This design comes from an exercise in tuning for small area, a short achievable clock period and few clock cycles per item on the open sky130 flow, not from production work. Only simulation tests tie the RTL to the original design; equivalence was not proved.

[flow/design.v]
module GaussFilter #(parameter rows = 8, cols = 8, ksize = 3, data_width = 8) (
    input wire clk,
    input wire rst,
    input wire start,
    input wire [data_width*rows*cols-1:0] image_in,
    output wire [data_width*rows*cols-1:0] image_out,
    output reg image_out_valid,
    output reg done,
    input wire image_ready
);
    reg waiting;
    wire go = (start | waiting) & image_ready;
    always @(posedge clk or posedge rst) begin
        if (rst) begin
            waiting <= 1'b0;
            image_out_valid <= 1'b0;
            done <= 1'b0;
        end else begin
            waiting <= (start | waiting) & ~image_ready;
            image_out_valid <= go;
            done <= image_out_valid;
        end
    end
    wire sel = image_out_valid;
    function [7:0] px;
        input [511:0] img;
        input integer r, c;
        px = img[8*(8*r+c) +: 8];
    endfunction
    wire [7:0]  x   [0:3][0:7];
    wire [8:0]  pp  [0:3][0:7];
    wire [9:0]  v   [0:3][0:7];
    wire [10:0] q   [0:3][0:6];
    wire [7:0]  o   [0:3][0:7];
    reg  [7:0]  top [0:3][0:7];
    genvar u, c;
    generate
        for (u = 0; u < 4; u = u + 1) begin : g_row
            for (c = 0; c < 8; c = c + 1) begin : g_col
                assign x[u][c] = sel ? px(image_in, 7-u, c) : px(image_in, u, c);
                if (u < 3) begin : g_pp
                    rca #(8) a_pp (.a(x[u][c]), .b(x[u+1][c]), .s(pp[u][c]));
                end else begin : g_pp3
                    rca #(8) a_pp (.a(px(image_in, 3, c)), .b(px(image_in, 4, c)), .s(pp[u][c]));
                end
                if (u == 0) begin : g_v0
                    rca #(9) a_v (.a(pp[0][c]), .b(sel ? {x[0][c], 1'b0} : pp[0][c]), .s(v[u][c]));
                end else begin : g_v
                    rca #(9) a_v (.a(pp[u-1][c]), .b(pp[u][c]), .s(v[u][c]));
                end
                if (c < 7) begin : g_q
                    rca #(10) a_q (.a(v[u][c]), .b(v[u][c+1]), .s(q[u][c]));
                end
                if (c == 0) begin : g_h0
                    assign o[u][c] = q[u][0][10:3];
                end else if (c < 7) begin : g_h
                    rca_hi #(11, 4) a_h (.a(q[u][c-1]), .b(q[u][c]), .s(o[u][c]));
                end else begin : g_h7
                    rca_hi #(10, 3) a_h (.a(q[u][6][10:1]), .b(v[u][7]), .s(o[u][c]));
                end
                always @(posedge clk) top[u][c] <= o[u][c];
                assign image_out[8*(8*u+c) +: 8] = top[u][c];
                assign image_out[8*(8*(7-u)+c) +: 8] = o[u][c];
            end
        end
    endgenerate
endmodule
module rca #(parameter W = 8) (
    input wire [W-1:0] a,
    input wire [W-1:0] b,
    output wire [W:0] s
);
    wire [W:0] cy;
    genvar i;
    generate
        for (i = 0; i < W; i = i + 1) begin : g_bit
            if (i == 0) begin : g_h
                ha_bit u_ha (.a(a[i]), .b(b[i]), .s(s[i]), .co(cy[i+1]));
            end else begin : g_f
                fa_bit u_fa (.a(a[i]), .b(b[i]), .ci(cy[i]), .s(s[i]), .co(cy[i+1]));
            end
        end
    endgenerate
    assign s[W] = cy[W];
endmodule
module rca_hi #(parameter W = 11, L = 4) (
    input wire [W-1:0] a,
    input wire [W-1:0] b,
    output wire [W:L] s
);
    wire [W:0] cy;
    genvar i;
    generate
        for (i = 0; i < W; i = i + 1) begin : g_bit
            if (i == 0) begin : g_c0
                assign cy[1] = a[0] & b[0];
            end else if (i < L) begin : g_c
                maj_bit u_mj (.a(a[i]), .b(b[i]), .ci(cy[i]), .co(cy[i+1]));
            end else begin : g_f
                fa_bit u_fa (.a(a[i]), .b(b[i]), .ci(cy[i]), .s(s[i]), .co(cy[i+1]));
            end
        end
    endgenerate
    assign s[W] = cy[W];
endmodule
module fa_bit (
    input wire a,
    input wire b,
    input wire ci,
    output wire s,
    output wire co
);
    assign s = a ^ b ^ ci;
    assign co = (a & b) | (ci & (a ^ b));
endmodule
module maj_bit (
    input wire a,
    input wire b,
    input wire ci,
    output wire co
);
    assign co = (a & b) | (ci & (a | b));
endmodule
module ha_bit (
    input wire a,
    input wire b,
    output wire s,
    output wire co
);
    assign s = a ^ b;
    assign co = a & b;
endmodule
[flow/flow/run.sh]
#!/bin/bash
# The standard layout with these changes:
#  1. synthesis (synth_recipe.tcl / ORFS synth.tcl otherwise unchanged):
#     - the RTL's one-bit adders (fa_bit, ha_bit, maj_bit) are mapped to the platform's
#       adder cells first, with the ripple carry on the fast CIN pin;
#     - after the coarse pass, any other full/half adders are extracted and
#       mapped, and 2-input multiplexers are mapped to a22o_1 (AND-OR) cells with a
#       shared inverted select, before ABC;
#  2. every I/O port gets the smallest buffer (buf_1) instead of a delay buffer;
#  3. I/O pins may be placed one track apart.
set -euo pipefail
here=$(pwd)
python3 - "$FLOW_HOME/scripts/synth.tcl" "$here/synth_fa.tcl" "$here/flow/mux_map.v" "$here/flow/cell_map.v" <<'PY'
import sys
src = open(sys.argv[1]).read()
anchor = "  synth -flatten -run :fine {*}$synth_full_args\n"
assert src.count(anchor) == 1, "anchor not found in synth.tcl"
src = src.replace(anchor, anchor +
    "  techmap\n  opt -fast\n  extract_fa\n"
    "  techmap -map $::env(ADDER_MAP_FILE)\n"
    "  techmap -map " + sys.argv[3] + "\n  opt_clean\n")
anchor = "hierarchy -check -top $::env(DESIGN_NAME)\n"
assert src.count(anchor) == 1, "hierarchy anchor not found in synth.tcl"
src = src.replace(anchor, anchor + "techmap -map " + sys.argv[4] + "\n")
open(sys.argv[2], "w").write(src)
PY
grep -q 'source $::env(SCRIPTS_DIR)/synth.tcl' synth_recipe.tcl
sed "s#source \$::env(SCRIPTS_DIR)/synth.tcl#source $here/synth_fa.tcl#" synth_recipe.tcl > synth_recipe_fa.tcl
grep -q "SYNTH_SCRIPT=$here/synth_recipe.tcl" standard.sh
sed "s#SYNTH_SCRIPT=$here/synth_recipe.tcl#SYNTH_SCRIPT=$here/synth_recipe_fa.tcl#" standard.sh > standard_fa.sh
export BUFFER_PORTS_ARGS="-buffer_cell sky130_fd_sc_hd__buf_1"
# I/O pins may sit one routing track apart (ORFS default: two), so the pin
# count no longer sets the die size.
export PLACE_PINS_ARGS="-min_distance 1 -min_distance_in_tracks"
bash standard_fa.sh > standard.log 2>&1
[flow/flow/mux_map.v]
// 2-input multiplexer as an AND-OR cell with a shared inverted select
// (the $_NOT_ cells of the same select are merged into one by opt).
module \$_MUX_ (A, B, S, Y);
    input A, B, S;
    output Y;
    wire Sn;
    \$_NOT_ u_inv (.A(S), .Y(Sn));
    sky130_fd_sc_hd__a22o_1 _TECHMAP_REPLACE_ (.A1(B), .A2(S), .B1(A), .B2(Sn), .X(Y));
endmodule
[flow/standard.sh]
#!/bin/bash
# synth_recipe.tcl (not shown) runs the flow's synth.tcl, then flattens the netlist and writes it again
# the make line also repeats each setting of config.mk as NAME=value (left out here)
make -C /OpenROAD-flow-scripts/flow DESIGN_CONFIG=/design/flow/config.mk WORK_HOME=/design/flow/orfs CLKGATE_MAP_FILE= SYNTH_SCRIPT=/design/flow/synth_recipe.tcl "${@:-finish}"
[flow/constraint.sdc]
create_clock -name core_clock -period 12.0 [get_ports {clk}]
set_input_delay 2.4000 -clock core_clock [delete_from_list [all_inputs] [get_ports {clk}]]
set_output_delay 2.4000 -clock core_clock [all_outputs]
set_load 0.01 [all_outputs]
[flow/config.mk]
export PLATFORM = sky130hd
export DESIGN_NAME = GaussFilter
export DESIGN_NICKNAME = GaussFilter
export VERILOG_FILES = /design/flow/design.v
export SDC_FILE = /design/flow/constraint.sdc
export NUM_CORES = 4
export LEC_CHECK = 0
export CAP_MARGIN = 20
export CORE_AREA = 4 4 266 266
export CTS_BUF_LIST = sky130_fd_sc_hd__clkbuf_8
export DIE_AREA = 0 0 270 270
export GPL_TIMING_DRIVEN = 0
export PLACE_DENSITY = 0.65
export SLEW_MARGIN = 20
[flow/flow/cell_map.v]
// Maps the RTL's one-bit adders to the platform's adder cells, with the
// ripple carry on the full adder's fast carry input.
(* techmap_celltype = "fa_bit" *)
module _map_fa_bit (a, b, ci, s, co);
    input a, b, ci;
    output s, co;
    sky130_fd_sc_hd__fa_1 _TECHMAP_REPLACE_ (.A(a), .B(b), .CIN(ci), .SUM(s), .COUT(co));
endmodule

(* techmap_celltype = "ha_bit" *)
module _map_ha_bit (a, b, s, co);
    input a, b;
    output s, co;
    sky130_fd_sc_hd__ha_1 _TECHMAP_REPLACE_ (.A(a), .B(b), .SUM(s), .COUT(co));
endmodule

(* techmap_celltype = "maj_bit" *)
module _map_maj_bit (a, b, ci, co);
    input a, b, ci;
    output co;
    sky130_fd_sc_hd__maj3_1 _TECHMAP_REPLACE_ (.A(a), .B(b), .C(ci), .X(co));
endmodule
==> results.txt <==
* Status: no timing/DRC/antenna violations
* Starting utilization of the core area at between 40% and 50%
* Die W at 270 um
* CTS buffer count at 48
* Worst setup path startpoint: image_out_valid$_DFF_PP0_
* GRT Residual Overflow at 0
* Fraction of the yosys area taken by sequential cells at 17.8%
* Antenna Violating Nets Remaining at 0
* Largest net degree at the start of global routing at 136
* Number of placement rows at 95
* Critical path buffers and inverters at 5
* Count of buffers added by post-CTS timing repair for setup at 0
* Vias in the first global route at around 25000
* Area share of the largest cell type after synthesis at 63.5%
* Total length of routed met2 wires at approximately 53 mm
* Global Route Usage Sum at a little under a third
* Fraction of layout instances using a drive strength above 1 at 32.8%
* CP startpoint kind: register
* Mean post-synth cell area at 16.4 sq um
* Cell type group with the largest total delay on the critical path: adder cells
* Core region area at roughly 0.068 sq mm
* Unrepaired setup endpoints after global routing: false
* Clk buf depth at 3
* Data required, critical path at 9.60 ns
* Post-route design area at ~0.038 sq mm
* Number of endpoints with negative hold slack in the final report at 0
* Post-CTS clock slew at the launch and capture registers of the worst setup and hold paths at about 0.060 ns
* Worst-path cell chain: buf_16 -> buf_16 -> inv_12 -> buf_16 -> a22o_1 -> ha_2 -> fa_2 -> fa_2 -> fa_2 -> fa_1 -> fa_1 -> fa_1 -> fa_2 -> fa_2 -> fa_2 -> fa_2 -> fa_2 -> fa_2 -> fa_2 -> buf_1
* Max Cap Viol at 0
* Synth-to-Final Area Change at 29.1%
* Clock Root Buffer: clkbuf_8
* Highest metal layer with signal wires: met5
* Critical path depth at 20
* Number of remaining DRC errors at 0
* Critical Path Sink Type: output pin
* Worst Reg2Reg Path Length in Cells at 19
* Via count of the routed design at ~21000
* TritonCTS clock tree: yes
* Cell Area, Placed at 0.0366 sq mm
* Number of I/O pins at 1030
* First-pass GRT wire length at ~170 mm
* WS Path Type: register to output pin
* Multiplexer share of the synthesized area at 0%
* Clock sink count at ~260
* Count of warnings emitted by yosys at 3
* Setup skew after layout at 0.0392 ns
* Post-synthesis compound-gate area fraction at 9.88%
* Worst-Margin Slew at slightly below 0.7 ns
* Period minus WS final at 11.74 ns
* Final nets at roughly 4400
* Crit-path most repeated cell: fa_2
* Post-synthesis instance area at 0.0293 sq mm
* Cells after synthesis at 1780
* CTS Hold Bufs at 0
* Port Buffers at 1029
* Final RePlAce weighted congestion at approximately 0.96
* Initial DRT Pass Iterations at 5
* CP max stage delay at 0.66 ns
* Height of the die at approximately 270 um
* Synthesized-area fraction occupied by adder cells at 70.2%
* Most area-consuming cells after synthesis: fa_1 63%, dfxtp_1 18%, a22o_1 9.8%
* CP max stage cell: dfrtp_4
* HPWL after DPL at 104 mm
* Combinational family with the most area after synthesis: adder cells
* Type of the most critical hold path: register to register
* Post-synthesis sequential element count at 259
* Initial antenna violation count at 40
* Htree depth at 2
* Max Transition Viols Final at 0
* Cell accounting for the most synthesized area: fa_1
* Routed wirelength normalized by instance count at approximately 30 um
* Capture point of the worst reg-to-reg path: top[21][6]$_DFF_P_
* Worst slew margin at 53.7%
* Iter 0 DRT Violations at 1317
* Number of endpoints failing setup at the final stage at 0
* Total Die Area at 0.0729 sq mm
* Post-synthesis share of cell area spent on and, or, nand and nor gates at less than 1%
* Worst reg2reg setup slack at roughly 3.4 ns
* Total Routed Length at roughly 110 mm
* Met3 Wirelength at 9.01 mm
* Count of unique library cells instantiated by Yosys at 12
* Endpoint of the most critical setup path: image_out[366]
* Metal1 wirelength at 44.5 mm
* Start of the worst register-to-register path: image_out_valid$_DFF_PP0_
* Max Clock Freq at about 85 MHz
* Smallest hold slack at 0.505 ns
* Detail-routed via count per cell at approximately 5.4
* Portion of the clock cycle consumed by the worst path in the final layout at a little over nine tenths
* Arrival time of the worst setup path at 9.34 ns
* Maximum fanout count along the critical path at 135
* Clock latency on the worst-skew pair at about 0.66 ns
* XOR/XNOR Fraction of Synth Area at 0%
## how the worst min path moves through the flow
stage	startpoint	to	depth (start not counted)
3_3_place_gp	waiting$_DFF_PP0_	image_out_valid$_DFF_PP0_	1
4_1_cts	waiting$_DFF_PP0_	image_out_valid$_DFF_PP0_	1
2_1_floorplan	waiting$_DFF_PP0_	image_out_valid$_DFF_PP0_	1
5_1_grt	waiting$_DFF_PP0_	image_out_valid$_DFF_PP0_	1
6_report	waiting$_DFF_PP0_	image_out_valid$_DFF_PP0_	1
3_5_place_dp	waiting$_DFF_PP0_	image_out_valid$_DFF_PP0_	1
## routing by layer
metal | track usage, % | vias up
li1 | - | 8406
met1 | 40.5 | 10811
met2 | 47.9 | 1193
met3 | 8.16 | 336
met4 | 18.3 | 8
met5 | 0.921 | -
## final cells by class
type                       count  area [sq um]
fill                        5555         29900
timing repair buffer        1036          4050
sequential                   259          5200
inverter                       2          20.0
multi-input combinational   1466         25600
clock buffer                  59           812
tap                          873          1090
buffer                        60           571
antenna                       36          90.1
clock inverter                21           302
## cells by family after synthesis
group / after synthesis
fa+ha+maj: 1100
flops: 259
compound gates: 330
buf+inv: 62
other cells: 1
simple gates: 28
## metrics by stage
step,util (%),TNS [ns],cells,worst slack (ns)
2_1_floorplan,-,-594.94,1787,-3.33
3_3_place_gp,53.8,-3357.96,3689,-9.10
3_5_place_dp,54.1,0,3696,0.492
4_1_cts,55.7,0,3776,0.0970
5_1_grt,55.8,0,3810,0.0526
6_report,55.9,0,3812,0.262
## synth_stat cells
master	count
a22o_1	328
and2_1	28
buf_4	60
conb_1	1
dfrtp_1	3
dfxtp_1	256
fa_1	928
ha_1	92
inv_1	2
maj3_1	80
o21a_1	1
o21ba_1	1
## sequential cells by signal, summed over array words and instances, names as in the netlist
signal / flops
image_out_valid: 1
waiting: 1
done: 1
top: 256
## cell usage in the layout, fill, tap and decap left out, types with 5 or more instances in the layout
cell type	instances
maj3_1	76
fa_1	147
buf_1	1029
clkbuf_8	59
diode_2	36
clkinv_2	5
dfxtp_1	256
inv_1	5
buf_6	32
ha_1	70
a22o_1	328
and2_1	28
fa_2	781
buf_16	6
conb_1	8
bufinv_16	7
buf_4	28
ha_2	22
## timing repair
action / CTS / global route
endpoints found under the setup margin: 0 / 10
endpoints found under the hold margin: 0 / 0
gates resized for setup: 0 / 2
Testbench counts, summed over its fixed seeds: cycles 120, frames 64.

what the ideal ports hide:
No port has a modelled driver above. Below, the same layout with a new extraction and two added sets of constraints.
Step 1 (the two cells are an assumption about what drives the block):
set clk [get_ports {clk}]
set_driving_cell -lib_cell sky130_fd_sc_hd__clkbuf_16 $clk
set_driving_cell -lib_cell sky130_fd_sc_hd__buf_2 [delete_from_list [all_inputs] $clk]
Step 2, shift: input delay + t, output delay - t, t = (earliest + latest rising clock arrival at the registers) / 2. This alone moves slack from input paths to output paths.
Slacks: ideal / step 1 / step 2; pairs: ideal / step 1.
shift t [ns]: 0.697
setup WS [ns]: 0.262 / 0.205 / 0.462
worst hold slack (ns): 0.505 / 0.505 / 0.505
worst setup path at the end: input to output
slew at the worst register clock pin (ns): 0.08 / 0.08
After both steps setup and hold are still met in this run. The setup slack of this run moves by -0.057 ns with the drivers and by +0.200 ns with both steps.
